Background: an optimization exercise with open tools, aiming at small area. Do not read the settings as production practice.
Only simulation tests tie the RTL to the original design; equivalence was not proved.
Power figures rest on the tool's default switching activity, not on a simulated workload.

--- flow/flow/run.sh ---
#!/bin/bash
# Own layout flow: the standard ORFS flow (standard.sh) with three changes to synthesis and
# placement, none to the registers (their names and cell types are the standard synthesis's):
#  - the technology-mapping ABC call uses an area-oriented script (flow/abc_area_own.script)
#    instead of ORFS's delay-oriented one;
#  - half and full adders are left to ABC as plain gates (ADDER_MAP_FILE empty) instead of being
#    mapped to adder cells before ABC;
#  - ports are buffered as in the standard flow, but with the smallest buffer (buf_1);
#  - clock tree synthesis clusters up to 30 sinks per buffer and inserts no dummy loads.
# ORFS writes each tool's log under orfs/logs/; make's own output goes to flow_make.log here.
set -euo pipefail
W=$(pwd)
{
  echo "proc abc {args} {"
  echo "  set i [lsearch -exact \$args -script]"
  echo "  if {\$i >= 0} { lset args [expr {\$i + 1}] $W/flow/abc_area_own.script }"
  echo "  yosys abc {*}\$args"
  echo "}"
  cat "$W/synth_recipe.tcl"
} > "$W/own_synth.tcl"
sed "s#SYNTH_SCRIPT=[^ ]*#SYNTH_SCRIPT=$W/own_synth.tcl ADDER_MAP_FILE=#" "$W/standard.sh" > "$W/own_standard.sh"
grep -q "SYNTH_SCRIPT=$W/own_synth.tcl" "$W/own_standard.sh"
export BUFFER_PORTS_ARGS="-buffer_cell sky130_fd_sc_hd__buf_1"
export CTS_ARGS="-sink_clustering_enable -repair_clock_nets -buf_list sky130_fd_sc_hd__clkbuf_8 -sink_clustering_size 30 -sink_clustering_max_diameter 500 -dont_use_dummy_load"
bash "$W/own_standard.sh" > "$W/flow_make.log" 2>&1
--- flow/constraint.sdc ---
create_clock -name core_clock -period 10.0 [get_ports {clk}]
set_input_delay 2.0000 -clock core_clock [delete_from_list [all_inputs] [get_ports {clk}]]
set_output_delay 2.0000 -clock core_clock [all_outputs]
set_load 0.01 [all_outputs]
--- flow/config.mk ---
export PLATFORM = sky130hd
export DESIGN_NAME = vga_display
export DESIGN_NICKNAME = vga_display
export VERILOG_FILES = /design/flow/design.v
export SDC_FILE = /design/flow/constraint.sdc
export NUM_CORES = 4
export LEC_CHECK = 0
export CAP_MARGIN = 20
export CORE_MARGIN = 2
export CORE_UTILIZATION = 50
export CTS_BUF_LIST = sky130_fd_sc_hd__clkbuf_8
export GPL_TIMING_DRIVEN = 0
export PLACE_DENSITY = 0.6
export SLEW_MARGIN = 20
--- flow/flow/abc_area_own.script ---
strash
dch -f
amap
topo
--- flow/design.v ---
module vga_logic(
    input wire reset,
    input wire [1:0] count, input wire pixel_strobe,
    input wire [5:0] hq, input wire [4:0] hr, input wire [4:0] vq, input wire [4:0] vr,
    input wire cpu_isAttacking, input wire [3:0] p1_health_out, input wire [3:0] cpu_health_out, input wire [3:0] keyboard_input,
    output wire [1:0] count_n, output wire pixel_strobe_n,
    output wire [5:0] hq_n, output wire [4:0] hr_n, output wire [4:0] vq_n, output wire [4:0] vr_n,
    output wire hSync, output wire vSync, output wire [11:0] VGA);
    wire [3:0] c0, c1, c2, c3, lcA, lcB, row;
    wire vr0;
    vga_core core (.reset(reset), .count(count), .pixel_strobe(pixel_strobe), .hq(hq), .hr(hr), .vq(vq), .vr(vr),
        .cpu_isAttacking(cpu_isAttacking), .p1_health_out(p1_health_out), .cpu_health_out(cpu_health_out),
        .keyboard_input(keyboard_input), .count_n(count_n), .pixel_strobe_n(pixel_strobe_n), .hq_n(hq_n), .hr_n(hr_n),
        .vq_n(vq_n), .vr_n(vr_n), .hSync(hSync), .vSync(vSync), .VGA(VGA),
        .c0(c0), .c1(c1), .c2(c2), .c3(c3), .lcA(lcA), .lcB(lcB), .row(row), .vr0(vr0));
    vga_rom4 rom (.lcA(lcA), .lcB(lcB), .row(row), .vr0(vr0), .c0(c0), .c1(c1), .c2(c2), .c3(c3));
endmodule
module vga_core(
    input wire reset,
    input wire [1:0] count, input wire pixel_strobe,
    input wire [5:0] hq, input wire [4:0] hr, input wire [4:0] vq, input wire [4:0] vr,
    input wire cpu_isAttacking, input wire [3:0] p1_health_out, input wire [3:0] cpu_health_out, input wire [3:0] keyboard_input,
    output wire [1:0] count_n, output wire pixel_strobe_n,
    output wire [5:0] hq_n, output wire [4:0] hr_n, output wire [4:0] vq_n, output wire [4:0] vr_n,
    output wire hSync, output wire vSync, output wire [11:0] VGA,
    input wire [3:0] c0, input wire [3:0] c1, input wire [3:0] c2, input wire [3:0] c3,
    output wire [3:0] lcA, output wire [3:0] lcB, output wire [3:0] row, output wire vr0
);
wire new_n107, new_n108, new_n109, new_n112, new_n113, new_n114, new_n115,
    new_n116, new_n117, new_n118, new_n119, new_n120, new_n121, new_n122,
    new_n123, new_n124, new_n125, new_n126, new_n128, new_n129, new_n130,
    new_n132, new_n133, new_n134, new_n136, new_n137, new_n138, new_n140,
    new_n141, new_n142, new_n144, new_n145, new_n146, new_n148, new_n149,
    new_n150, new_n151, new_n153, new_n154, new_n155, new_n157, new_n158,
    new_n159, new_n160, new_n162, new_n163, new_n164, new_n165, new_n167,
    new_n168, new_n169, new_n171, new_n172, new_n173, new_n174, new_n175,
    new_n176, new_n177, new_n178, new_n179, new_n180, new_n181, new_n182,
    new_n184, new_n185, new_n186, new_n188, new_n189, new_n190, new_n192,
    new_n193, new_n194, new_n196, new_n197, new_n198, new_n200, new_n201,
    new_n203, new_n204, new_n206, new_n207, new_n208, new_n209, new_n211,
    new_n212, new_n213, new_n214, new_n216, new_n217, new_n219, new_n220,
    new_n221, new_n222, new_n223, new_n224, new_n225, new_n226, new_n227,
    new_n228, new_n229, new_n231, new_n232, new_n234, new_n235, new_n236,
    new_n237, new_n238, new_n239, new_n240, new_n241, new_n242, new_n243,
    new_n245, new_n246, new_n247, new_n248, new_n249, new_n250, new_n251,
    new_n252, new_n253, new_n254, new_n256, new_n257, new_n258, new_n259,
    new_n260, new_n261, new_n262, new_n263, new_n264, new_n265, new_n266,
    new_n267, new_n268, new_n269, new_n270, new_n271, new_n272, new_n273,
    new_n274, new_n275, new_n276, new_n277, new_n278, new_n279, new_n280,
    new_n281, new_n282, new_n283, new_n284, new_n285, new_n286, new_n287,
    new_n288, new_n289, new_n290, new_n291, new_n292, new_n293, new_n294,
    new_n295, new_n296, new_n297, new_n298, new_n299, new_n300, new_n301,
    new_n302, new_n303, new_n304, new_n305, new_n306, new_n307, new_n308,
    new_n309, new_n310, new_n311, new_n312, new_n313, new_n314, new_n315,
    new_n316, new_n317, new_n318, new_n319, new_n320, new_n321, new_n322,
    new_n323, new_n324, new_n325, new_n326, new_n327, new_n328, new_n329,
    new_n330, new_n331, new_n332, new_n333, new_n334, new_n335, new_n336,
    new_n337, new_n338, new_n339, new_n340, new_n341, new_n342, new_n343,
    new_n344, new_n345, new_n346, new_n347, new_n348, new_n349, new_n350,
    new_n351, new_n352, new_n353, new_n354, new_n355, new_n356, new_n357,
    new_n358, new_n359, new_n360, new_n361, new_n362, new_n363, new_n364,
    new_n365, new_n366, new_n367, new_n368, new_n369, new_n370, new_n371,
    new_n372, new_n373, new_n374, new_n375, new_n376, new_n377, new_n378,
    new_n379, new_n380, new_n381, new_n382, new_n383, new_n384, new_n385,
    new_n386, new_n388, new_n389, new_n390, new_n391, new_n392, new_n393,
    new_n395, new_n396, new_n397, new_n398, new_n399, new_n400, new_n401,
    new_n402, new_n403, new_n404, new_n405, new_n406, new_n407, new_n408,
    new_n409, new_n410, new_n411, new_n412, new_n413, new_n414, new_n415,
    new_n417, new_n418, new_n419, new_n420, new_n421, new_n422, new_n423,
    new_n424, new_n426, new_n427, new_n429, new_n430, new_n431, new_n432,
    new_n433, new_n434, new_n435, new_n436, new_n437, new_n438, new_n439,
    new_n441, new_n442, new_n443, new_n444, new_n445, new_n448, new_n449,
    new_n450, new_n451, new_n452, new_n453, new_n454, new_n455, new_n456,
    new_n457, new_n459, new_n460, new_n463, new_n464, new_n465, new_n467,
    new_n469, new_n470, new_n471, new_n472, new_n474, new_n476, new_n478,
    new_n479, new_n481;
  assign count_n[0] = ~reset & ~count[0];
  assign new_n107 = count[0] & count[1];
  assign new_n108 = ~count[0] & ~count[1];
  assign new_n109 = ~reset & ~new_n108;
  assign count_n[1] = ~new_n107 & new_n109;
  assign pixel_strobe_n = reset | ~new_n107;
  assign new_n112 = hq[1] & hq[2];
  assign new_n113 = ~hq[3] & ~hq[4];
  assign new_n114 = new_n112 & new_n113;
  assign new_n115 = ~hr[2] & hr[3];
  assign new_n116 = ~pixel_strobe & ~hr[0];
  assign new_n117 = ~hq[0] & ~hq[5];
  assign new_n118 = new_n116 & new_n117;
  assign new_n119 = new_n115 & new_n118;
  assign new_n120 = new_n114 & new_n119;
  assign new_n121 = ~reset & ~new_n120;
  assign new_n122 = ~hr[1] & new_n116;
  assign new_n123 = hr[4] & new_n122;
  assign new_n124 = hq[0] & ~new_n123;
  assign new_n125 = ~hq[0] & new_n123;
  assign new_n126 = ~new_n124 & ~new_n125;
  assign hq_n[0] = new_n121 & ~new_n126;
  assign new_n128 = hq[1] & new_n125;
  assign new_n129 = ~hq[1] & ~new_n125;
  assign new_n130 = ~new_n128 & ~new_n129;
  assign hq_n[1] = ~new_n121 | new_n130;
  assign new_n132 = ~hq[2] & ~new_n128;
  assign new_n133 = hq[2] & new_n128;
  assign new_n134 = ~new_n132 & ~new_n133;
  assign hq_n[2] = ~new_n121 | new_n134;
  assign new_n136 = hq[3] & ~new_n133;
  assign new_n137 = ~hq[3] & new_n133;
  assign new_n138 = new_n121 & ~new_n137;
  assign hq_n[3] = new_n136 | ~new_n138;
  assign new_n140 = hq[4] & ~new_n137;
  assign new_n141 = new_n114 & new_n125;
  assign new_n142 = ~new_n140 & ~new_n141;
  assign hq_n[4] = new_n121 & ~new_n142;
  assign new_n144 = ~hq[5] & new_n141;
  assign new_n145 = hq[5] & ~new_n141;
  assign new_n146 = new_n121 & ~new_n145;
  assign hq_n[5] = new_n144 | ~new_n146;
  assign new_n148 = ~hr[0] & ~new_n120;
  assign new_n149 = ~reset & ~new_n148;
  assign new_n150 = ~pixel_strobe & ~new_n149;
  assign new_n151 = pixel_strobe & new_n149;
  assign hr_n[0] = new_n150 | new_n151;
  assign new_n153 = ~reset & ~hr[1];
  assign new_n154 = ~new_n150 & ~new_n153;
  assign new_n155 = new_n116 & new_n153;
  assign hr_n[1] = new_n154 | new_n155;
  assign new_n157 = hr[2] & ~hr[4];
  assign new_n158 = new_n122 & ~new_n157;
  assign new_n159 = hr[2] & ~new_n122;
  assign new_n160 = ~new_n158 & ~new_n159;
  assign hr_n[2] = new_n121 & ~new_n160;
  assign new_n162 = hr[3] & ~new_n158;
  assign new_n163 = ~hr[3] & ~hr[4];
  assign new_n164 = new_n158 & new_n163;
  assign new_n165 = ~new_n162 & ~new_n164;
  assign hr_n[3] = ~new_n121 | ~new_n165;
  assign new_n167 = new_n115 & new_n122;
  assign new_n168 = ~hr[4] & ~new_n167;
  assign new_n169 = ~new_n123 & ~new_n168;
  assign hr_n[4] = new_n121 & new_n169;
  assign new_n171 = vr[0] & new_n120;
  assign new_n172 = vr[1] & new_n171;
  assign new_n173 = ~vr[4] & new_n172;
  assign new_n174 = ~vq[0] & new_n173;
  assign new_n175 = vq[0] & ~new_n173;
  assign new_n176 = ~new_n174 & ~new_n175;
  assign new_n177 = ~vq[0] & ~vq[1];
  assign new_n178 = vq[3] & ~vq[4];
  assign new_n179 = vr[3] & new_n178;
  assign new_n180 = new_n177 & new_n179;
  assign new_n181 = new_n172 & new_n180;
  assign new_n182 = ~reset & ~new_n181;
  assign vq_n[0] = ~new_n176 & new_n182;
  assign new_n184 = ~vq[1] & new_n174;
  assign new_n185 = vq[1] & ~new_n174;
  assign new_n186 = new_n182 & ~new_n185;
  assign vq_n[1] = new_n184 | ~new_n186;
  assign new_n188 = ~vq[2] & ~new_n184;
  assign new_n189 = vq[2] & new_n184;
  assign new_n190 = new_n182 & ~new_n189;
  assign vq_n[2] = ~new_n188 & new_n190;
  assign new_n192 = ~vq[3] & new_n189;
  assign new_n193 = vq[3] & ~new_n189;
  assign new_n194 = ~new_n192 & ~new_n193;
  assign vq_n[3] = new_n182 & ~new_n194;
  assign new_n196 = vq[4] & new_n192;
  assign new_n197 = ~vq[4] & ~new_n192;
  assign new_n198 = ~reset & ~new_n197;
  assign vq_n[4] = ~new_n196 & new_n198;
  assign new_n200 = ~vr[0] & ~new_n120;
  assign new_n201 = ~new_n171 & ~new_n200;
  assign vr_n[0] = ~new_n182 | new_n201;
  assign new_n203 = ~vr[1] & ~new_n171;
  assign new_n204 = ~new_n172 & ~new_n203;
  assign vr_n[1] = ~new_n182 | new_n204;
  assign new_n206 = vr[2] & ~new_n172;
  assign new_n207 = ~vr[2] & new_n172;
  assign new_n208 = ~new_n173 & ~new_n207;
  assign new_n209 = ~new_n206 & new_n208;
  assign vr_n[2] = new_n182 & ~new_n209;
  assign new_n211 = ~vr[3] & vr[4];
  assign new_n212 = ~new_n208 & ~new_n211;
  assign new_n213 = ~vr[3] & ~new_n207;
  assign new_n214 = new_n182 & ~new_n213;
  assign vr_n[3] = ~new_n212 & new_n214;
  assign new_n216 = vr[4] & ~new_n212;
  assign new_n217 = ~new_n173 & new_n182;
  assign vr_n[4] = new_n216 | ~new_n217;
  assign new_n219 = hr[2] & new_n163;
  assign new_n220 = hr[0] & hr[1];
  assign new_n221 = new_n163 & new_n220;
  assign new_n222 = ~hq[4] & ~new_n221;
  assign new_n223 = ~new_n219 & new_n222;
  assign new_n224 = hq[0] & ~new_n223;
  assign new_n225 = ~hq[4] & ~new_n224;
  assign new_n226 = ~hq[1] & ~new_n225;
  assign new_n227 = ~hq[4] & ~new_n226;
  assign new_n228 = hq[2] & ~new_n227;
  assign new_n229 = ~hq[2] & new_n227;
  assign lcA[2] = new_n228 | new_n229;
  assign new_n231 = ~hq[0] & ~new_n219;
  assign new_n232 = new_n222 & new_n231;
  assign lcA[0] = ~new_n224 & ~new_n232;
  assign new_n234 = ~lcA[2] & ~lcA[0];
  assign new_n235 = ~hq[1] & ~hq[2];
  assign new_n236 = hr[2] & new_n220;
  assign new_n237 = hr[3] & ~new_n236;
  assign new_n238 = hq[0] & ~hr[4];
  assign new_n239 = ~new_n237 & new_n238;
  assign new_n240 = new_n235 & new_n239;
  assign new_n241 = hq[5] & ~new_n112;
  assign new_n242 = new_n113 & new_n241;
  assign new_n243 = ~new_n240 & new_n242;
  assign hSync = new_n234 | ~new_n243;
  assign new_n245 = vr[2] & ~vr[3];
  assign new_n246 = ~vr[1] & new_n245;
  assign new_n247 = ~vr[0] & new_n246;
  assign new_n248 = new_n178 & new_n245;
  assign new_n249 = ~vq[0] & ~vq[2];
  assign new_n250 = vq[1] & ~vr[4];
  assign new_n251 = vr[0] & vr[1];
  assign new_n252 = new_n250 & ~new_n251;
  assign new_n253 = new_n249 & new_n252;
  assign new_n254 = new_n248 & new_n253;
  assign vSync = new_n247 | ~new_n254;
  assign new_n256 = ~p1_health_out[0] & ~p1_health_out[1];
  assign new_n257 = ~p1_health_out[2] & ~p1_health_out[3];
  assign new_n258 = new_n256 & new_n257;
  assign new_n259 = ~cpu_health_out[0] & ~cpu_health_out[1];
  assign new_n260 = ~cpu_health_out[2] & ~cpu_health_out[3];
  assign new_n261 = new_n259 & new_n260;
  assign new_n262 = ~new_n258 & new_n261;
  assign new_n263 = keyboard_input[0] & keyboard_input[1];
  assign new_n264 = ~keyboard_input[0] & ~keyboard_input[1];
  assign new_n265 = ~keyboard_input[2] & ~keyboard_input[3];
  assign new_n266 = ~new_n264 & new_n265;
  assign new_n267 = ~new_n263 & new_n266;
  assign new_n268 = ~new_n262 & ~new_n267;
  assign new_n269 = new_n258 & ~new_n261;
  assign new_n270 = hq[4] & ~new_n269;
  assign new_n271 = ~new_n268 & new_n270;
  assign new_n272 = ~hq[4] & new_n269;
  assign new_n273 = ~hq[4] & cpu_isAttacking;
  assign new_n274 = new_n268 & new_n273;
  assign new_n275 = ~new_n272 & ~new_n274;
  assign new_n276 = ~new_n271 & new_n275;
  assign new_n277 = ~new_n262 & ~new_n269;
  assign new_n278 = new_n276 & new_n277;
  assign new_n279 = ~c1[1] & new_n278;
  assign new_n280 = ~hq[4] & new_n262;
  assign new_n281 = ~c3[1] & new_n280;
  assign new_n282 = ~c0[1] & ~new_n276;
  assign new_n283 = ~new_n281 & ~new_n282;
  assign new_n284 = ~new_n279 & new_n283;
  assign new_n285 = hq[4] & new_n269;
  assign new_n286 = ~c2[1] & new_n285;
  assign new_n287 = new_n284 & ~new_n286;
  assign new_n288 = ~c1[3] & new_n278;
  assign new_n289 = ~c3[3] & new_n280;
  assign new_n290 = ~c0[3] & ~new_n276;
  assign new_n291 = ~new_n289 & ~new_n290;
  assign new_n292 = ~new_n288 & new_n291;
  assign new_n293 = ~c2[3] & new_n285;
  assign new_n294 = new_n292 & ~new_n293;
  assign new_n295 = new_n287 & new_n294;
  assign new_n296 = ~hq[5] & vq[4];
  assign new_n297 = hq[4] & new_n296;
  assign new_n298 = new_n295 & new_n297;
  assign new_n299 = ~vr[4] & ~new_n247;
  assign new_n300 = ~vq[1] & ~new_n299;
  assign new_n301 = ~vr[2] & new_n251;
  assign new_n302 = new_n211 & ~new_n301;
  assign new_n303 = ~new_n300 & ~new_n302;
  assign new_n304 = ~new_n249 & ~new_n303;
  assign new_n305 = vq[0] & vq[2];
  assign new_n306 = vq[4] & ~new_n305;
  assign new_n307 = ~new_n304 & new_n306;
  assign new_n308 = ~vq[1] & vq[2];
  assign new_n309 = new_n114 & ~new_n239;
  assign new_n310 = hq[3] & new_n235;
  assign new_n311 = hq[0] & hq[4];
  assign new_n312 = new_n310 & new_n311;
  assign new_n313 = ~hq[5] & ~new_n312;
  assign new_n314 = ~new_n309 & new_n313;
  assign new_n315 = ~new_n308 & ~new_n314;
  assign new_n316 = ~vq[1] & new_n211;
  assign new_n317 = new_n249 & ~new_n316;
  assign new_n318 = ~new_n246 & new_n250;
  assign new_n319 = ~vq[3] & ~new_n318;
  assign new_n320 = ~new_n317 & new_n319;
  assign new_n321 = ~new_n315 & new_n320;
  assign new_n322 = new_n307 & new_n321;
  assign new_n323 = ~new_n178 & ~new_n322;
  assign new_n324 = ~hr[0] & ~hr[1];
  assign new_n325 = new_n219 & ~new_n324;
  assign new_n326 = hq[0] & new_n325;
  assign new_n327 = hq[1] & ~new_n326;
  assign new_n328 = hq[2] & ~hq[3];
  assign new_n329 = hq[4] & new_n328;
  assign new_n330 = new_n262 & new_n329;
  assign new_n331 = new_n327 & new_n330;
  assign new_n332 = ~vq[3] & new_n296;
  assign new_n333 = vq[0] & vq[1];
  assign new_n334 = ~vq[2] & new_n333;
  assign new_n335 = new_n332 & new_n334;
  assign new_n336 = ~new_n231 & new_n335;
  assign new_n337 = new_n331 & new_n336;
  assign new_n338 = new_n323 & ~new_n337;
  assign new_n339 = ~new_n298 & new_n338;
  assign new_n340 = ~hq[4] & new_n284;
  assign new_n341 = c1[0] & new_n278;
  assign new_n342 = c3[0] & new_n280;
  assign new_n343 = c0[0] & ~new_n276;
  assign new_n344 = ~new_n342 & ~new_n343;
  assign new_n345 = ~new_n341 & new_n344;
  assign new_n346 = c2[0] & new_n285;
  assign new_n347 = new_n345 & ~new_n346;
  assign new_n348 = hq[4] & ~new_n287;
  assign new_n349 = new_n347 & new_n348;
  assign new_n350 = ~new_n340 & ~new_n349;
  assign new_n351 = c1[2] & new_n278;
  assign new_n352 = c0[2] & ~new_n276;
  assign new_n353 = c2[2] & new_n285;
  assign new_n354 = ~new_n352 & ~new_n353;
  assign new_n355 = ~new_n351 & new_n354;
  assign new_n356 = new_n287 & new_n355;
  assign new_n357 = ~new_n294 & ~new_n356;
  assign new_n358 = ~hq[4] & new_n345;
  assign new_n359 = new_n296 & ~new_n340;
  assign new_n360 = ~new_n358 & new_n359;
  assign new_n361 = c3[2] & new_n280;
  assign new_n362 = new_n355 & ~new_n361;
  assign new_n363 = new_n294 & new_n362;
  assign new_n364 = new_n360 & ~new_n363;
  assign new_n365 = ~new_n357 & new_n364;
  assign new_n366 = ~new_n350 & ~new_n365;
  assign new_n367 = new_n287 & ~new_n347;
  assign new_n368 = new_n362 & ~new_n367;
  assign new_n369 = ~new_n294 & new_n368;
  assign new_n370 = new_n296 & new_n368;
  assign new_n371 = ~new_n294 & new_n296;
  assign new_n372 = ~new_n360 & ~new_n371;
  assign new_n373 = ~new_n370 & new_n372;
  assign new_n374 = ~new_n369 & ~new_n373;
  assign new_n375 = ~new_n366 & new_n374;
  assign new_n376 = ~new_n284 & new_n292;
  assign new_n377 = ~new_n292 & new_n345;
  assign new_n378 = ~hq[4] & new_n296;
  assign new_n379 = ~new_n377 & new_n378;
  assign new_n380 = ~new_n376 & new_n379;
  assign new_n381 = new_n368 & new_n380;
  assign new_n382 = ~new_n365 & ~new_n381;
  assign new_n383 = new_n347 & new_n375;
  assign new_n384 = ~new_n362 & new_n383;
  assign new_n385 = new_n382 & ~new_n384;
  assign new_n386 = new_n375 & new_n385;
  assign VGA[6] = ~new_n339 | new_n386;
  assign new_n388 = new_n307 & new_n308;
  assign new_n389 = ~vq[4] & ~new_n334;
  assign new_n390 = ~vq[3] & ~new_n389;
  assign new_n391 = ~new_n388 & ~new_n390;
  assign new_n392 = ~hq[5] & new_n309;
  assign new_n393 = ~new_n391 & new_n392;
  assign VGA[0] = VGA[6] | new_n393;
  assign new_n395 = ~new_n357 & new_n370;
  assign new_n396 = ~new_n294 & new_n380;
  assign new_n397 = new_n297 & ~new_n347;
  assign new_n398 = ~new_n356 & new_n397;
  assign new_n399 = ~new_n396 & ~new_n398;
  assign new_n400 = ~new_n395 & new_n399;
  assign new_n401 = ~new_n382 & ~new_n400;
  assign new_n402 = new_n310 & new_n326;
  assign new_n403 = new_n280 & new_n402;
  assign new_n404 = ~new_n331 & ~new_n403;
  assign new_n405 = ~new_n177 & ~new_n333;
  assign new_n406 = ~new_n404 & new_n405;
  assign new_n407 = new_n272 & new_n310;
  assign new_n408 = ~new_n249 & ~new_n308;
  assign new_n409 = ~new_n177 & ~new_n408;
  assign new_n410 = new_n407 & new_n409;
  assign new_n411 = ~new_n406 & ~new_n410;
  assign new_n412 = new_n332 & ~new_n411;
  assign new_n413 = vq[2] & new_n412;
  assign new_n414 = new_n323 & ~new_n393;
  assign new_n415 = ~new_n413 & new_n414;
  assign VGA[1] = new_n401 | ~new_n415;
  assign new_n417 = ~vq[2] & new_n412;
  assign new_n418 = hq[0] & vq[0];
  assign new_n419 = vq[1] & ~new_n418;
  assign new_n420 = new_n332 & new_n419;
  assign new_n421 = new_n407 & new_n420;
  assign new_n422 = new_n338 & ~new_n421;
  assign new_n423 = ~new_n417 & new_n422;
  assign new_n424 = ~new_n393 & new_n423;
  assign VGA[2] = new_n375 | ~new_n424;
  assign new_n426 = ~new_n412 & ~new_n421;
  assign new_n427 = new_n385 & new_n426;
  assign VGA[3] = VGA[0] | ~new_n427;
  assign new_n429 = new_n340 & new_n374;
  assign new_n430 = ~new_n365 & ~new_n429;
  assign new_n431 = ~new_n295 & new_n347;
  assign new_n432 = new_n374 & new_n431;
  assign new_n433 = ~new_n430 & ~new_n432;
  assign new_n434 = hq[4] & ~new_n294;
  assign new_n435 = ~new_n287 & new_n362;
  assign new_n436 = ~new_n434 & new_n435;
  assign new_n437 = new_n360 & new_n436;
  assign new_n438 = new_n323 & ~new_n412;
  assign new_n439 = ~new_n437 & new_n438;
  assign VGA[4] = new_n433 | ~new_n439;
  assign new_n441 = ~new_n374 & new_n423;
  assign new_n442 = ~new_n294 & ~new_n398;
  assign new_n443 = ~new_n358 & ~new_n442;
  assign new_n444 = ~new_n340 & ~new_n443;
  assign new_n445 = new_n370 & ~new_n444;
  assign VGA[5] = ~new_n441 | new_n445;
  assign VGA[7] = ~new_n323 | ~new_n427;
  assign new_n448 = ~new_n347 & ~new_n375;
  assign new_n449 = ~new_n383 & ~new_n448;
  assign new_n450 = new_n296 & ~new_n362;
  assign new_n451 = ~new_n295 & new_n450;
  assign new_n452 = ~new_n449 & new_n451;
  assign new_n453 = new_n411 & new_n421;
  assign new_n454 = ~new_n313 & ~new_n391;
  assign new_n455 = new_n323 & ~new_n454;
  assign new_n456 = ~new_n445 & new_n455;
  assign new_n457 = ~new_n453 & new_n456;
  assign VGA[8] = new_n452 | ~new_n457;
  assign new_n459 = ~new_n413 & ~new_n454;
  assign new_n460 = new_n339 & new_n459;
  assign VGA[9] = ~new_n400 | ~new_n460;
  assign VGA[10] = ~new_n441 | new_n454;
  assign new_n463 = ~new_n340 & new_n355;
  assign new_n464 = new_n371 & ~new_n463;
  assign new_n465 = ~new_n350 & new_n464;
  assign VGA[11] = ~new_n456 | new_n465;
  assign new_n467 = hq[1] & new_n225;
  assign lcA[1] = ~new_n226 & ~new_n467;
  assign new_n469 = ~hq[4] & ~new_n235;
  assign new_n470 = ~new_n225 & ~new_n469;
  assign new_n471 = hq[3] & ~new_n470;
  assign new_n472 = ~hq[3] & new_n470;
  assign lcA[3] = new_n471 | new_n472;
  assign new_n474 = ~hq[0] & ~new_n325;
  assign lcB[0] = ~new_n326 & ~new_n474;
  assign new_n476 = ~hq[1] & new_n326;
  assign lcB[1] = ~new_n327 & ~new_n476;
  assign new_n478 = hq[2] & ~new_n476;
  assign new_n479 = new_n235 & new_n326;
  assign lcB[2] = ~new_n478 & ~new_n479;
  assign new_n481 = ~hq[3] & ~new_n479;
  assign lcB[3] = ~new_n402 & ~new_n481;
  assign vr0 = vr[4] & new_n247;
  assign row[0] = ~vq[0];
  assign row[1] = ~vq[1];
  assign row[3] = ~vq[3];
  assign row[2] = vq[2];
endmodule
module vga_rom4(
input wire [3:0] lcA, input wire [3:0] lcB, input wire [3:0] row, input wire vr0,
    output wire [3:0] c0, output wire [3:0] c1, output wire [3:0] c2, output wire [3:0] c3
);
wire new_n30, new_n31, new_n32, new_n33, new_n34, new_n35, new_n36,
    new_n37, new_n38, new_n39, new_n40, new_n41, new_n42, new_n43, new_n44,
    new_n45, new_n46, new_n47, new_n48, new_n49, new_n50, new_n51, new_n52,
    new_n53, new_n54, new_n55, new_n56, new_n57, new_n58, new_n59, new_n60,
    new_n61, new_n62, new_n63, new_n64, new_n65, new_n66, new_n67, new_n68,
    new_n69, new_n70, new_n71, new_n72, new_n73, new_n74, new_n75, new_n76,
    new_n77, new_n78, new_n79, new_n80, new_n81, new_n82, new_n83, new_n84,
    new_n85, new_n86, new_n87, new_n88, new_n89, new_n90, new_n91, new_n92,
    new_n93, new_n94, new_n95, new_n96, new_n97, new_n98, new_n99,
    new_n100, new_n101, new_n102, new_n103, new_n104, new_n105, new_n106,
    new_n107, new_n108, new_n109, new_n111, new_n112, new_n113, new_n114,
    new_n115, new_n116, new_n117, new_n118, new_n119, new_n120, new_n121,
    new_n122, new_n123, new_n124, new_n125, new_n127, new_n128, new_n129,
    new_n130, new_n131, new_n132, new_n133, new_n134, new_n136, new_n137,
    new_n138, new_n139, new_n140, new_n141, new_n142, new_n143, new_n144,
    new_n145, new_n146, new_n147, new_n148, new_n149, new_n150, new_n151,
    new_n152, new_n153, new_n154, new_n155, new_n156, new_n157, new_n158,
    new_n159, new_n160, new_n161, new_n162, new_n164, new_n165, new_n166,
    new_n167, new_n168, new_n169, new_n170, new_n171, new_n172, new_n173,
    new_n174, new_n175, new_n176, new_n177, new_n178, new_n179, new_n180,
    new_n181, new_n182, new_n183, new_n184, new_n185, new_n186, new_n187,
    new_n189, new_n190, new_n191, new_n192, new_n193, new_n194, new_n195,
    new_n196, new_n197, new_n198, new_n199, new_n200, new_n201, new_n202,
    new_n203, new_n204, new_n205, new_n206, new_n207, new_n208, new_n209,
    new_n210, new_n211, new_n212, new_n213, new_n215, new_n216, new_n217,
    new_n218, new_n219, new_n220, new_n221, new_n222, new_n223, new_n225,
    new_n226, new_n227, new_n228, new_n229, new_n230, new_n232, new_n233,
    new_n234, new_n235, new_n236, new_n237, new_n238, new_n239, new_n240,
    new_n241, new_n243, new_n244, new_n245, new_n246, new_n248, new_n249,
    new_n250, new_n252, new_n253, new_n254, new_n255, new_n256, new_n257,
    new_n258, new_n260, new_n261, new_n262, new_n263, new_n264, new_n265,
    new_n266, new_n267, new_n268, new_n269, new_n270, new_n271, new_n272,
    new_n273, new_n274, new_n275, new_n276, new_n277, new_n278, new_n279,
    new_n280, new_n281, new_n282, new_n283, new_n284, new_n285, new_n286,
    new_n287, new_n288, new_n289, new_n290, new_n291, new_n292, new_n293,
    new_n294, new_n295, new_n297, new_n298, new_n299, new_n300, new_n301,
    new_n302, new_n303, new_n304, new_n305, new_n306, new_n307, new_n309,
    new_n310, new_n311, new_n312, new_n313, new_n314, new_n315, new_n316,
    new_n317, new_n318, new_n319, new_n320, new_n321, new_n322, new_n324,
    new_n325, new_n326, new_n327, new_n328, new_n329, new_n330;
  assign new_n30 = lcA[2] & ~lcA[3];
  assign new_n31 = ~row[2] & row[3];
  assign new_n32 = row[2] & ~row[3];
  assign new_n33 = lcA[0] & row[1];
  assign new_n34 = new_n32 & new_n33;
  assign new_n35 = ~new_n31 & ~new_n34;
  assign new_n36 = new_n30 & ~new_n35;
  assign new_n37 = ~lcA[0] & row[3];
  assign new_n38 = ~row[1] & row[2];
  assign new_n39 = row[1] & ~row[2];
  assign new_n40 = ~new_n38 & ~new_n39;
  assign new_n41 = new_n37 & ~new_n40;
  assign new_n42 = row[0] & new_n31;
  assign new_n43 = row[0] & ~row[1];
  assign new_n44 = new_n32 & ~new_n43;
  assign new_n45 = ~new_n42 & ~new_n44;
  assign new_n46 = ~new_n41 & new_n45;
  assign new_n47 = lcA[1] & ~new_n46;
  assign new_n48 = row[1] & row[3];
  assign new_n49 = row[0] & new_n48;
  assign new_n50 = ~row[0] & ~row[1];
  assign new_n51 = new_n31 & new_n50;
  assign new_n52 = ~new_n49 & ~new_n51;
  assign new_n53 = ~lcA[1] & ~new_n52;
  assign new_n54 = lcA[0] & new_n31;
  assign new_n55 = row[0] & new_n32;
  assign new_n56 = lcA[0] & ~lcA[1];
  assign new_n57 = new_n55 & new_n56;
  assign new_n58 = ~new_n54 & ~new_n57;
  assign new_n59 = ~row[1] & ~new_n58;
  assign new_n60 = ~new_n53 & ~new_n59;
  assign new_n61 = ~new_n47 & new_n60;
  assign new_n62 = new_n36 & new_n61;
  assign new_n63 = row[0] & row[1];
  assign new_n64 = ~row[3] & ~new_n63;
  assign new_n65 = new_n31 & ~new_n61;
  assign new_n66 = row[1] & new_n55;
  assign new_n67 = ~lcA[3] & ~new_n66;
  assign new_n68 = ~new_n65 & new_n67;
  assign new_n69 = lcA[1] & ~new_n37;
  assign new_n70 = lcA[0] & row[0];
  assign new_n71 = row[2] & ~new_n70;
  assign new_n72 = ~new_n50 & new_n71;
  assign new_n73 = lcA[3] & ~new_n72;
  assign new_n74 = ~new_n69 & ~new_n73;
  assign new_n75 = row[2] & row[3];
  assign new_n76 = ~row[1] & row[3];
  assign new_n77 = row[0] & new_n76;
  assign new_n78 = ~new_n75 & ~new_n77;
  assign new_n79 = ~new_n74 & new_n78;
  assign new_n80 = lcA[2] & ~new_n79;
  assign new_n81 = ~new_n68 & new_n80;
  assign new_n82 = new_n64 & new_n81;
  assign new_n83 = ~lcA[0] & lcA[2];
  assign new_n84 = new_n31 & new_n52;
  assign new_n85 = ~new_n83 & new_n84;
  assign new_n86 = ~lcA[0] & row[0];
  assign new_n87 = ~row[1] & new_n75;
  assign new_n88 = lcA[2] & new_n87;
  assign new_n89 = ~new_n86 & new_n88;
  assign new_n90 = row[1] & row[2];
  assign new_n91 = lcA[2] & ~new_n90;
  assign new_n92 = ~new_n33 & ~new_n91;
  assign new_n93 = ~row[2] & new_n48;
  assign new_n94 = lcA[0] & lcA[2];
  assign new_n95 = new_n93 & ~new_n94;
  assign new_n96 = ~new_n92 & new_n95;
  assign new_n97 = ~new_n89 & ~new_n96;
  assign new_n98 = ~new_n85 & new_n97;
  assign new_n99 = lcA[1] & ~lcA[3];
  assign new_n100 = ~new_n62 & ~new_n99;
  assign new_n101 = ~new_n98 & ~new_n100;
  assign new_n102 = ~lcA[2] & lcA[3];
  assign new_n103 = lcA[1] & new_n66;
  assign new_n104 = ~new_n63 & new_n75;
  assign new_n105 = ~lcA[1] & new_n76;
  assign new_n106 = ~new_n104 & ~new_n105;
  assign new_n107 = ~new_n103 & new_n106;
  assign new_n108 = new_n102 & ~new_n107;
  assign new_n109 = ~new_n101 & ~new_n108;
  assign c2[1] = new_n82 | ~new_n109;
  assign new_n111 = ~row[1] & new_n56;
  assign new_n112 = row[0] & ~new_n75;
  assign new_n113 = ~row[0] & row[1];
  assign new_n114 = lcA[1] & new_n113;
  assign new_n115 = ~new_n112 & ~new_n114;
  assign new_n116 = ~new_n111 & new_n115;
  assign new_n117 = new_n81 & ~new_n116;
  assign new_n118 = ~c2[1] & new_n117;
  assign new_n119 = new_n50 & new_n94;
  assign new_n120 = ~lcA[1] & ~row[0];
  assign new_n121 = lcA[1] & new_n70;
  assign new_n122 = ~new_n120 & ~new_n121;
  assign new_n123 = ~lcA[0] & ~lcA[1];
  assign new_n124 = ~new_n39 & ~new_n123;
  assign new_n125 = new_n122 & ~new_n124;
  assign c2[3] = new_n36 & new_n125;
  assign new_n127 = ~new_n119 & ~c2[3];
  assign new_n128 = c2[1] & ~new_n127;
  assign new_n129 = row[2] & ~new_n102;
  assign new_n130 = new_n76 & ~new_n94;
  assign new_n131 = ~new_n112 & new_n130;
  assign new_n132 = new_n122 & new_n131;
  assign new_n133 = ~new_n129 & new_n132;
  assign new_n134 = ~new_n128 & ~new_n133;
  assign c2[2] = new_n118 | ~new_n134;
  assign new_n136 = ~lcA[0] & ~row[1];
  assign new_n137 = new_n75 & ~new_n136;
  assign new_n138 = ~new_n43 & new_n137;
  assign new_n139 = ~new_n48 & ~new_n75;
  assign new_n140 = lcA[2] & ~new_n139;
  assign new_n141 = ~row[2] & new_n136;
  assign new_n142 = ~lcA[2] & ~row[3];
  assign new_n143 = new_n99 & ~new_n142;
  assign new_n144 = ~new_n141 & new_n143;
  assign new_n145 = ~new_n140 & new_n144;
  assign new_n146 = ~new_n138 & new_n145;
  assign new_n147 = ~c2[2] & new_n146;
  assign new_n148 = ~new_n62 & ~new_n147;
  assign new_n149 = lcA[0] & new_n99;
  assign new_n150 = new_n88 & new_n149;
  assign new_n151 = ~new_n93 & ~new_n113;
  assign new_n152 = lcA[0] & ~new_n151;
  assign new_n153 = new_n38 & new_n70;
  assign new_n154 = ~new_n55 & ~new_n153;
  assign new_n155 = ~new_n141 & new_n154;
  assign new_n156 = ~new_n152 & new_n155;
  assign new_n157 = ~lcA[1] & new_n102;
  assign new_n158 = row[0] & ~vr0;
  assign new_n159 = ~row[3] & ~new_n158;
  assign new_n160 = new_n39 & new_n159;
  assign new_n161 = new_n157 & new_n160;
  assign new_n162 = new_n156 & new_n161;
  assign c0[3] = new_n150 | new_n162;
  assign new_n164 = ~new_n86 & c0[3];
  assign new_n165 = ~new_n98 & ~new_n156;
  assign new_n166 = new_n157 & ~new_n165;
  assign new_n167 = ~new_n164 & new_n166;
  assign new_n168 = row[2] & new_n70;
  assign new_n169 = ~new_n90 & ~new_n168;
  assign new_n170 = new_n167 & new_n169;
  assign new_n171 = ~new_n31 & ~new_n39;
  assign new_n172 = ~lcA[0] & lcA[1];
  assign new_n173 = new_n102 & new_n172;
  assign new_n174 = ~new_n49 & new_n173;
  assign new_n175 = ~new_n171 & new_n174;
  assign new_n176 = new_n98 & new_n175;
  assign new_n177 = ~new_n56 & ~new_n172;
  assign new_n178 = lcA[2] & ~new_n177;
  assign new_n179 = ~row[0] & ~new_n123;
  assign new_n180 = ~lcA[2] & ~new_n179;
  assign new_n181 = ~new_n86 & ~new_n180;
  assign new_n182 = ~new_n178 & new_n181;
  assign new_n183 = lcA[3] & row[1];
  assign new_n184 = new_n32 & new_n183;
  assign new_n185 = ~new_n182 & new_n184;
  assign new_n186 = ~new_n176 & ~new_n185;
  assign new_n187 = ~new_n170 & new_n186;
  assign c0[0] = ~new_n148 | ~new_n187;
  assign new_n189 = ~new_n70 & new_n160;
  assign new_n190 = new_n157 & ~new_n189;
  assign new_n191 = new_n186 & ~new_n190;
  assign new_n192 = ~new_n156 & ~c0[0];
  assign new_n193 = ~new_n191 & ~new_n192;
  assign new_n194 = ~row[0] & new_n172;
  assign new_n195 = new_n38 & ~new_n123;
  assign new_n196 = ~new_n194 & ~new_n195;
  assign new_n197 = new_n81 & new_n196;
  assign new_n198 = lcA[1] & ~new_n197;
  assign new_n199 = ~row[2] & ~new_n76;
  assign new_n200 = ~new_n198 & new_n199;
  assign new_n201 = ~new_n76 & ~new_n90;
  assign new_n202 = new_n149 & ~new_n201;
  assign new_n203 = ~lcA[1] & ~new_n179;
  assign new_n204 = new_n75 & ~new_n203;
  assign new_n205 = new_n30 & ~new_n204;
  assign new_n206 = ~new_n202 & ~new_n205;
  assign new_n207 = ~row[0] & ~row[2];
  assign new_n208 = ~new_n120 & ~new_n207;
  assign new_n209 = ~row[3] & new_n136;
  assign new_n210 = ~new_n208 & new_n209;
  assign new_n211 = ~new_n87 & ~new_n210;
  assign new_n212 = ~new_n206 & new_n211;
  assign new_n213 = ~new_n200 & new_n212;
  assign c0[1] = new_n193 | new_n213;
  assign new_n215 = new_n92 & ~new_n206;
  assign new_n216 = new_n61 & ~new_n215;
  assign new_n217 = ~new_n30 & ~new_n61;
  assign new_n218 = ~new_n216 & ~new_n217;
  assign new_n219 = ~new_n31 & ~new_n94;
  assign new_n220 = ~new_n156 & new_n219;
  assign new_n221 = ~new_n54 & ~new_n220;
  assign new_n222 = ~c0[3] & new_n221;
  assign new_n223 = new_n193 & new_n222;
  assign c0[2] = new_n218 | new_n223;
  assign new_n225 = ~row[2] & new_n37;
  assign new_n226 = new_n193 & ~new_n225;
  assign new_n227 = ~vr0 & ~new_n48;
  assign new_n228 = ~new_n139 & ~new_n227;
  assign new_n229 = new_n157 & new_n168;
  assign new_n230 = new_n228 & new_n229;
  assign c1[3] = c0[3] | new_n230;
  assign new_n232 = ~row[1] & ~c1[3];
  assign new_n233 = ~new_n226 & new_n232;
  assign new_n234 = ~new_n48 & new_n167;
  assign new_n235 = ~new_n233 & new_n234;
  assign new_n236 = lcA[3] & new_n93;
  assign new_n237 = lcA[2] & ~new_n120;
  assign new_n238 = new_n177 & ~new_n237;
  assign new_n239 = new_n236 & new_n238;
  assign new_n240 = ~new_n175 & ~new_n239;
  assign new_n241 = new_n148 & new_n240;
  assign c1[0] = new_n235 | ~new_n241;
  assign new_n243 = row[3] & new_n33;
  assign new_n244 = new_n190 & ~new_n243;
  assign new_n245 = ~new_n233 & new_n244;
  assign new_n246 = ~new_n213 & new_n240;
  assign c1[1] = new_n245 | ~new_n246;
  assign new_n248 = new_n157 & ~new_n160;
  assign new_n249 = ~new_n175 & ~new_n248;
  assign new_n250 = new_n156 & ~new_n249;
  assign c1[2] = new_n218 | new_n250;
  assign new_n252 = ~new_n63 & ~c2[3];
  assign new_n253 = c2[1] & new_n252;
  assign new_n254 = ~new_n132 & ~new_n253;
  assign new_n255 = ~row[2] & ~new_n254;
  assign new_n256 = ~new_n74 & ~new_n132;
  assign new_n257 = new_n108 & new_n256;
  assign new_n258 = ~new_n197 & ~new_n257;
  assign c2[0] = new_n255 | ~new_n258;
  assign new_n260 = lcB[1] & ~row[3];
  assign new_n261 = ~new_n207 & ~new_n260;
  assign new_n262 = ~lcB[2] & new_n261;
  assign new_n263 = lcB[0] & lcB[1];
  assign new_n264 = row[3] & ~new_n263;
  assign new_n265 = new_n113 & new_n261;
  assign new_n266 = ~new_n264 & new_n265;
  assign new_n267 = ~row[2] & new_n63;
  assign new_n268 = ~lcB[2] & ~new_n64;
  assign new_n269 = ~new_n267 & new_n268;
  assign new_n270 = ~new_n266 & ~new_n269;
  assign new_n271 = ~lcB[0] & ~lcB[1];
  assign new_n272 = ~new_n55 & ~new_n87;
  assign new_n273 = new_n271 & ~new_n272;
  assign new_n274 = ~new_n84 & ~new_n273;
  assign new_n275 = new_n270 & new_n274;
  assign new_n276 = lcB[3] & ~new_n275;
  assign new_n277 = ~new_n262 & new_n276;
  assign new_n278 = ~lcB[1] & ~new_n270;
  assign new_n279 = ~row[1] & ~new_n278;
  assign new_n280 = new_n42 & new_n279;
  assign new_n281 = ~lcB[1] & lcB[2];
  assign new_n282 = new_n66 & new_n281;
  assign new_n283 = lcB[2] & new_n207;
  assign new_n284 = new_n264 & new_n283;
  assign new_n285 = ~new_n282 & ~new_n284;
  assign new_n286 = ~new_n280 & new_n285;
  assign new_n287 = ~lcB[3] & ~new_n286;
  assign new_n288 = ~new_n277 & ~new_n287;
  assign new_n289 = lcB[1] & new_n39;
  assign new_n290 = lcB[3] & row[3];
  assign new_n291 = ~lcB[1] & ~row[2];
  assign new_n292 = ~new_n113 & ~new_n291;
  assign new_n293 = new_n290 & ~new_n292;
  assign new_n294 = ~new_n289 & ~new_n293;
  assign new_n295 = ~new_n270 & ~new_n294;
  assign c3[0] = ~new_n288 | new_n295;
  assign new_n297 = ~new_n263 & ~new_n291;
  assign new_n298 = ~new_n276 & new_n297;
  assign new_n299 = ~row[0] & ~new_n298;
  assign new_n300 = ~row[2] & ~new_n63;
  assign new_n301 = lcB[2] & ~new_n90;
  assign new_n302 = lcB[3] & ~new_n301;
  assign new_n303 = ~new_n300 & ~new_n302;
  assign new_n304 = ~lcB[2] & ~new_n38;
  assign new_n305 = ~new_n48 & ~new_n290;
  assign new_n306 = ~new_n304 & ~new_n305;
  assign new_n307 = ~new_n303 & new_n306;
  assign c3[1] = ~new_n299 & new_n307;
  assign new_n309 = row[1] & new_n263;
  assign new_n310 = ~new_n281 & ~new_n309;
  assign new_n311 = new_n228 & ~new_n310;
  assign new_n312 = ~new_n288 & ~new_n311;
  assign new_n313 = new_n263 & new_n301;
  assign new_n314 = ~lcB[3] & ~new_n313;
  assign new_n315 = ~row[0] & new_n311;
  assign new_n316 = ~lcB[0] & ~lcB[2];
  assign new_n317 = row[2] & new_n316;
  assign new_n318 = lcB[1] & lcB[3];
  assign new_n319 = ~new_n317 & new_n318;
  assign new_n320 = new_n77 & ~new_n319;
  assign new_n321 = ~new_n315 & ~new_n320;
  assign new_n322 = ~new_n314 & ~new_n321;
  assign c3[2] = new_n312 | new_n322;
  assign new_n324 = lcB[0] & ~lcB[1];
  assign new_n325 = new_n270 & ~new_n324;
  assign new_n326 = ~new_n279 & ~new_n325;
  assign new_n327 = ~new_n38 & ~new_n326;
  assign new_n328 = new_n277 & ~new_n327;
  assign new_n329 = ~new_n271 & new_n314;
  assign new_n330 = new_n280 & new_n329;
  assign c3[3] = new_n328 | new_n330;
endmodule
module vga_display(
    input wire clk, reset,
    input cpu_isAttacking,
    input wire [3:0] p1_health_out, cpu_health_out,
    input wire [3:0] keyboard_input,
    output wire hSync, vSync,
    output wire [11:0] VGA
    );
    reg [1:0] count;
    reg pixel_strobe;
    reg [5:0] hq;
    reg [4:0] hr, vq, vr;
    wire [1:0] count_n;
    wire pixel_strobe_n;
    wire [5:0] hq_n;
    wire [4:0] hr_n, vq_n, vr_n;
    always @(posedge clk) begin
        count <= count_n;
        pixel_strobe <= pixel_strobe_n;
        hq <= hq_n;
        hr <= hr_n;
        vq <= vq_n;
        vr <= vr_n;
    end
    vga_logic logic_i (.reset(reset), .count(count), .pixel_strobe(pixel_strobe),
        .hq(hq), .hr(hr), .vq(vq), .vr(vr),
        .cpu_isAttacking(cpu_isAttacking), .p1_health_out(p1_health_out), .cpu_health_out(cpu_health_out),
        .keyboard_input(keyboard_input),
        .count_n(count_n), .pixel_strobe_n(pixel_strobe_n), .hq_n(hq_n), .hr_n(hr_n), .vq_n(vq_n), .vr_n(vr_n),
        .hSync(hSync), .vSync(vSync), .VGA(VGA));
endmodule
--- flow/standard.sh ---
#!/bin/bash
# synth_recipe.tcl (not shown) runs the flow's synth.tcl, then flattens the netlist and writes it again
# the make line also repeats each setting of config.mk as NAME=value (left out here)
make -C /OpenROAD-flow-scripts/flow DESIGN_CONFIG=/design/flow/config.mk WORK_HOME=/design/flow/orfs CLKGATE_MAP_FILE= SYNTH_SCRIPT=/design/flow/synth_recipe.tcl "${@:-finish}"
==> results of run 1 <==
==> routing by layer <==
metal  vias up  GRT usage, %  wire [um]
li1       1809             -          -
met1      1677          40.4       3960
met2       251          50.3       4270
met3        31          4.77        908
met4         0          10.4        283
met5         -             0          0
==> worst max-delay path, delay by kind of cell (launching register included) <==
family,cells,cell delay (ns)
AOI/OAI and AO/OA,18,4.16
and+or+nand+nor,12,2.11
buffers and inverters,3,0.61
DFF,1,0.32
==> cell type report <==
| type | instances | area, um^2 | share of cell area [%] |
|---|---|---|---|
| Multi-Input combinational cell | 392 | 2080 | 67.4 |
| Sequential cell | 24 | 482 | 15.6 |
| Inverter | 64 | 251 | 8.16 |
| Timing Repair Buffer | 33 | 143 | 4.63 |
| Tap cell | 70 | 87.6 | 2.84 |
| Clock buffer | 3 | 41.3 | 1.34 |
==> kinds of logic (layout without fill, tap and decap cells) <==
group / Yosys count / after routing / synth area share, %
buffers and inverters: 64 / 100 / 8.80
xor gates and xnor gates: 1 / 1 / 0.321
and+or+nand+nor: 238 / 238 / 38.0
AOI/OAI and AO/OA: 153 / 153 / 35.2
DFF: 24 / 24 / 17.6
==> registers in the layout, indices dropped and copies added (netlist names) <==
register,count
count,2
hq,6
vq,5
pixel_strobe,1
hr,5
vr,5
==> report_power, final <==
part           internal (W)  total (W)  leakage, nW  switching (W)
clock             0.0000269  0.0000549       0.0216      0.0000280
combinational    0.00000561  0.0000163        0.770      0.0000107
sequential        0.0000967  0.0000978        0.195     0.00000110
total              0.000129   0.000169        0.987      0.0000398
==> stage by stage <==
| stage | total power, W | hold WS (ns) | utilization [%] |
|---|---|---|---|
| after floorplan | 0.000111 | 0.390 | - |
| after global placement | 0.000115 | 0.404 | 56.5 |
| after detailed placement | 0.000116 | 0.410 | 56.5 |
| after CTS | 0.000170 | 0.417 | 57.5 |
| after global routing | 0.000177 | 0.440 | 59.6 |
| final | 0.000169 | 0.415 | 59.6 |
==> synth_stat cells, types with 2 or more instances <==
master     instances  area [um^2]
nor2_1           128          480
clkinv_1          64          240
o21ai_0           46          230
a21oi_1           38          190
nor3_1            36          180
nand2_1           33          124
dfxtp_1           24          480
nand3_1           10         50.1
o22ai_1            9         56.3
a31oi_1            8         50.1
or3_1              8         50.1
nor4_1             7         43.8
o221ai_1           7         61.3
a211oi_1           5         37.5
o211ai_1           5         37.5
o21a_1             5         37.5
or2_0              5         31.3
or4_1              5         37.5
a2111oi_0          4         35.0
a22oi_1            4         30.0
nor2b_1            3         18.8
o311ai_0           3         26.3
o32a_1             3         30.0
o21bai_1           2         15.0
o22a_1             2         17.5
o31ai_1            2         15.0
==> repair_timing <==
action	CTS	global route
pin swaps	0	3
gates resized for setup	1	21
endpoints found under the setup margin	3	11
buffers inserted	0	5
==> cell usage in the layout (no fill, tap or decap), drive strengths merged, types with 8 or more instances in the layout <==
cell,count
or3,8
clkinv,61
buf,33
o22ai,9
nand3,10
a31oi,8
nor3,36
nand2,33
o21ai,46
nor2,128
dfxtp,24
a21oi,38
==> how the worst min path moves through the flow <==
stage,from,to,slack [ns],cells past startpoint
6_report,count[1]$_DFF_P_,pixel_strobe$_DFF_P_,0.41,1
5_1_grt,count[1]$_DFF_P_,pixel_strobe$_DFF_P_,0.44,1
4_1_cts,count[1]$_DFF_P_,pixel_strobe$_DFF_P_,0.42,1
3_5_place_dp,count[1]$_DFF_P_,pixel_strobe$_DFF_P_,0.41,1
3_3_place_gp,count[1]$_DFF_P_,pixel_strobe$_DFF_P_,0.40,1
2_1_floorplan,count[1]$_DFF_P_,pixel_strobe$_DFF_P_,0.39,1
==> impl_metrics.toml, run 1 <==
[die]
start_util_pct = 52.8
die_area_mm2 = 0.00607
core-area_mm2 = 0.00517
rows = 26
die_y_um = 77.9
io_pins = 29
dieWidth_um = 77.9

[critical_path]
cpMostUsedCell = "nor2_1"
cpPeakStageDelay_ns = 0.41
crit_arrival_ns = 7.46
rr_worst_depth = 10
crit_start = "hr[4]$_DFF_P_"
crit_fanout = 9
r2r_slack_ns = 6.61
worstPathRequired_ns = 8.00
r2r-end = "vq[1]$_DFF_P_"
startpoint_type = "register"
critical_path_class = "reg -> out"
crit_end = "VGA[3]"
cp-end-kind = "primary output"
timing.rr.start = "hq[1]$_DFF_P_"
slowest_stage = "o311ai_0"

[yosys]
synth_edf_count = 0
synth_warnings = 1
ys_ff_latch = 24
async_reset_ff_share_pct = 0
ys_seq_area_share_pct = 17.6
synthDistinctLibCells = 40
syn_nets = 495
avgSynthCellArea_um2 = 5.69
synthCells = 480
ys.flop_type = "dfxtp_1"
netlist_area_mm2 = 0.00273

[clock_tree]
cts_made_buffers = 3
cts_tree = "done"
clock_path_buffers = 2
clock_latency_ns = 0.26
h-tree-depth = 1
postCtsHoldBufs = 0
cts.sinks = 24
clockRootBuffer = "clkbuf_8"
clkSlewWorstSetupHoldPaths_ns = 0.08

[finish]
instances_no_fill = 586
num-fill-cells = 524
antenna_cells = 0
drive_above_1_share_pct = 4.26
fin_area_mm2 = 0.00308
syn2layout_area_growth_pct = 12.8
final_nets = 533

[power]
leakage_nw = 0.987
power_density_mw_per_mm2 = 54.9
irDropWorstVdd_v = 0.0000818

[routing]
drt_iter0_markers = 557
postRouteAntennaNets = 0
vias = 3768
drc = 0
wl_per_cell_um = 16.1
first_pass_iters = 5
vias_per_cell = 6.43
finalWirelength_mm = 9.42

[placement]
placedCellCount = 578
numPortBuffers = 28
placed_area_mm2 = 0.00292
hpwl_mm = 7.12
pre_cts_ws_ns = 0.109
routabilityCongestion = 1.04

[worst_hold_path]
hold_path_class = "reg -> reg"

[sta]
final_max_slew_viol_count = 0
fin_crit_ns = 9.46
setup_viol = 0
rsz0062_at_grt = "false"
slew-limit-headroom_pct = 29.7
tightest_slew_ns = 1.05
period_share_pct = 94.6
finalHoldViolCount = 0
skew_ns = 0.0101
finalSetupTns_ns = 0
max_freq_ghz = 0.106
setup_ws_ns = 0.539

[grt]
grt_pass1_wl_mm = 15.4
antenna_found_initial = 0
track_usage_pct = 30.5
grt_max_degree = 20
grt_pass1_vias = 3390
grt_overflow_total = 0

[flow_run]
drv_cap = 0

[run_status]
status = "timing/DRC/antenna clean"
==> inputs of run 2 (changes only) <==
--- a/flow/config.mk
+++ b/flow/config.mk
@@ -10,5 +10,4 @@
 export CORE_UTILIZATION = 50
 export CTS_BUF_LIST = sky130_fd_sc_hd__clkbuf_8
-export GPL_TIMING_DRIVEN = 0
 export PLACE_DENSITY = 0.6
 export SLEW_MARGIN = 20
==> impl_metrics.toml, run 2 <==
[routing]
drt_iter0_markers = 436
drc = 0
wl_per_cell_um = 16.0
first_pass_iters = 5
vias_per_cell = 6.40
vias = 3769
postRouteAntennaNets = 0
finalWirelength_mm = 9.42

[critical_path]
worstPathRequired_ns = 8.00
cpMostUsedCell = "o21ai_0"
critical_path_class = "reg -> out"
startpoint_type = "register"
slowest_stage = "dfxtp_1"
cp-end-kind = "primary output"
critPathTopFamily = "compound AO/OA/AOI/OAI gates"
cpPeakStageDelay_ns = 0.62
crit_cells = 29
rr_worst_depth = 10
crit_arrival_ns = 7.37
crit_fanout = 15
crit_buf_inv = 3

[finish]
top_register = "hq"
antenna_cells = 0
drive_above_1_share_pct = 2.70
largest_register_ffs = 6
final_cell_mix = "nor2_1 (127), clkinv_1 (63), o21ai_0 (45)"
final_nets = 536
final_common_cell = "nor2_1"
instances_no_fill = 589
syn2layout_area_growth_pct = 11.3

[power]
intPower_w = 0.000129
power_frac_clock_pct = 32.1
switching_share_pct = 23.0
leakage_nw = 0.996
power_w = 0.000168
power_density_mw_per_mm2 = 55.2
seqPwrFrac_pct = 58.3
p_sw_w = 0.0000387
pwr-share-comb_pct = 9.6
irDropWorstVdd_v = 0.0000858

[die]
die_area_mm2 = 0.00607
rows = 26
dieWidth_um = 77.9
die_y_um = 77.9
core-area_mm2 = 0.00517
start_util_pct = 52.8
io_pins = 29

[clock_tree]
cts_made_buffers = 3
postCtsHoldBufs = 0
cts_tree = "done"
h-tree-depth = 1
clock_latency_ns = 0.26
cts.sinks = 24
clkSlewWorstSetupHoldPaths_ns = 0.08
clockRootBuffer = "clkbuf_8"
clock_path_buffers = 2

[sta]
final_max_slew_viol_count = 0
tightest_slew_ns = 0.871
skew_ns = 0.0142
max_freq_ghz = 0.107
rsz0062_at_grt = "false"
period_share_pct = 93.7
setup_viol = 0
finalSetupTns_ns = 0
finalHoldViolCount = 0
fin_crit_ns = 9.37
slew-limit-headroom_pct = 41.9

[yosys]
ys_top_cells_by_count = "nor2_1 (128), clkinv_1 (64), o21ai_0 (46)"
synth_largest_area_cell = "dfxtp_1"
synthCells = 480
async_reset_ff_share_pct = 0
avgSynthCellArea_um2 = 5.69
ys_seq_area_share_pct = 17.6
syn_nets = 495
synthDistinctLibCells = 40
synth_edf_count = 0
ys_ff_latch = 24
synth_most_common_cell = "nor2_1"
ys.flop_type = "dfxtp_1"
synth_warnings = 1
yosys-top-cells-area = "dfxtp_1 (18%), nor2_1 (18%), clkinv_1 (8.8%)"
netlist_area_mm2 = 0.00273
synth_top_area_share_pct = 17.6

[placement]
placedCellCount = 585
routabilityCongestion = 1.10
hpwl_mm = 7.33
numPortBuffers = 28

[grt]
grt_max_degree = 19
antenna_found_initial = 0
grt_pass1_wl_mm = 15.8
grt_pass1_vias = 3449
track_usage_pct = 31.1
grt_overflow_total = 0

[worst_hold_path]
holdPathStages = 1
hold_path_class = "reg -> reg"

[run_status]
status = "timing/DRC/antenna clean"

[flow_run]
drv_cap = 0
[run 2: final timing paths]
kind	from	endpoint	slack (ns)
worst max-delay path	vq[2]$_DFF_P_	VGA[3]	0.63
worst min-delay path	count[1]$_DFF_P_	pixel_strobe$_DFF_P_	0.43
worst max register to register	hq[2]$_DFF_P_	vr[4]$_DFF_P_	6.95
worst min register to register	count[1]$_DFF_P_	pixel_strobe$_DFF_P_	0.43
[run 2: per-stage QoR]
stage / worst slack, ns / utilization [%] / instance area (um^2) / hold WS [ns]
after floorplan: 1.83 / - / 2730 / 0.390
after global placement: 1.27 / 57.5 / 2980 / 0.408
after detailed placement: 1.02 / 57.5 / 2980 / 0.411
after CTS: 0.689 / 58.3 / 3020 / 0.433
final: 0.625 / 58.7 / 3040 / 0.428
after global routing: 0.0101 / 58.7 / 3040 / 0.458
[run 2: logic make-up (layout without fill, tap and decap cells)]
family,after synthesis,count (layout),synth area share (%)
buffers and inverters,64,103,8.80
and+or+nand+nor,238,238,38.0
xor gates and xnor gates,1,1,0.321
DFF,24,24,17.6
AOI/OAI and AO/OA,153,153,35.2
[run 2: area by class of cell]
cell class	count	area, um^2
flip-flops and latches	24	480
inverters	64	244
repair buffers	36	165
clock buffers	3	41.3
well taps	70	87.6
multi-input cells	392	2020
fillers	532	2130
[run 2: worst reg2reg max path, stage by stage (launching register included)]
cell      delay, ns
dfxtp_1        0.41
clkinv_1       0.18
nor2_1         0.21
nand3_1        0.13
nor3_1         0.43
nand2_1        0.14
nor2_1         0.23
clkinv_1       0.18
o41ai_2        0.58
clkinv_1       0.30
o211ai_1       0.16
[run 2: power groups by stage]
| stage | registers [W] | logic (W) | clock network (W) |
|---|---|---|---|
| 2_1_floorplan | 0.0000998 | 0.0000109 | 0 |
| 3_3_place_gp | 0.000100 | 0.0000156 | 0 |
| 3_5_place_dp | 0.000100 | 0.0000156 | 0 |
| 4_1_cts | 0.0000978 | 0.0000157 | 0.0000565 |
| 5_1_grt | 0.0000981 | 0.0000181 | 0.0000588 |
| 6_report | 0.0000978 | 0.0000161 | 0.0000539 |
[run 2: what timing repair did]
| item | in CTS | in global routing |
|---|---|---|
| resized for setup | 0 | 3 |
| setup buffers | 0 | 1 |
| endpoints found under the setup margin | 0 | 5 |
[run 2: per-layer routing]
metal | track usage [%] | up-vias | share of wire [%]
li1 | - | 1816 | -
met1 | 41.2 | 1681 | 42
met2 | 51.6 | 236 | 45
met3 | 4.53 | 36 | 10
met4 | 10.4 | 0 | 2.4
met5 | 0 | - | 0

what the ideal ports hide:
The flow's constraints put no driver on any port. The routed layouts listed below were extracted and timed again, unchanged, in two steps. Step 1: set_driving_cell puts a clkbuf_16 on clk and a buf_2 on each other input, an assumption about the parent block. Step 2 moves the port delays by t, midway between the first and last clock arrival at a register: inputs arrive t later, outputs are due t later. That takes back most of the time a late clock gives input paths. a / b / c = no drivers / after step 1 / after step 2; a / b = the first two.
run	t, ns	setup slack, ns	hold WS [ns]	pins driven straight from the clock port
run 1	0.282	0.539 / 0.514 / 0.796	0.415 / 0.415 / 0.415	1
run 2	0.279	0.625 / 0.603 / 0.882	0.428 / 0.428 / 0.428	1
After both steps every run listed still meets setup and hold.
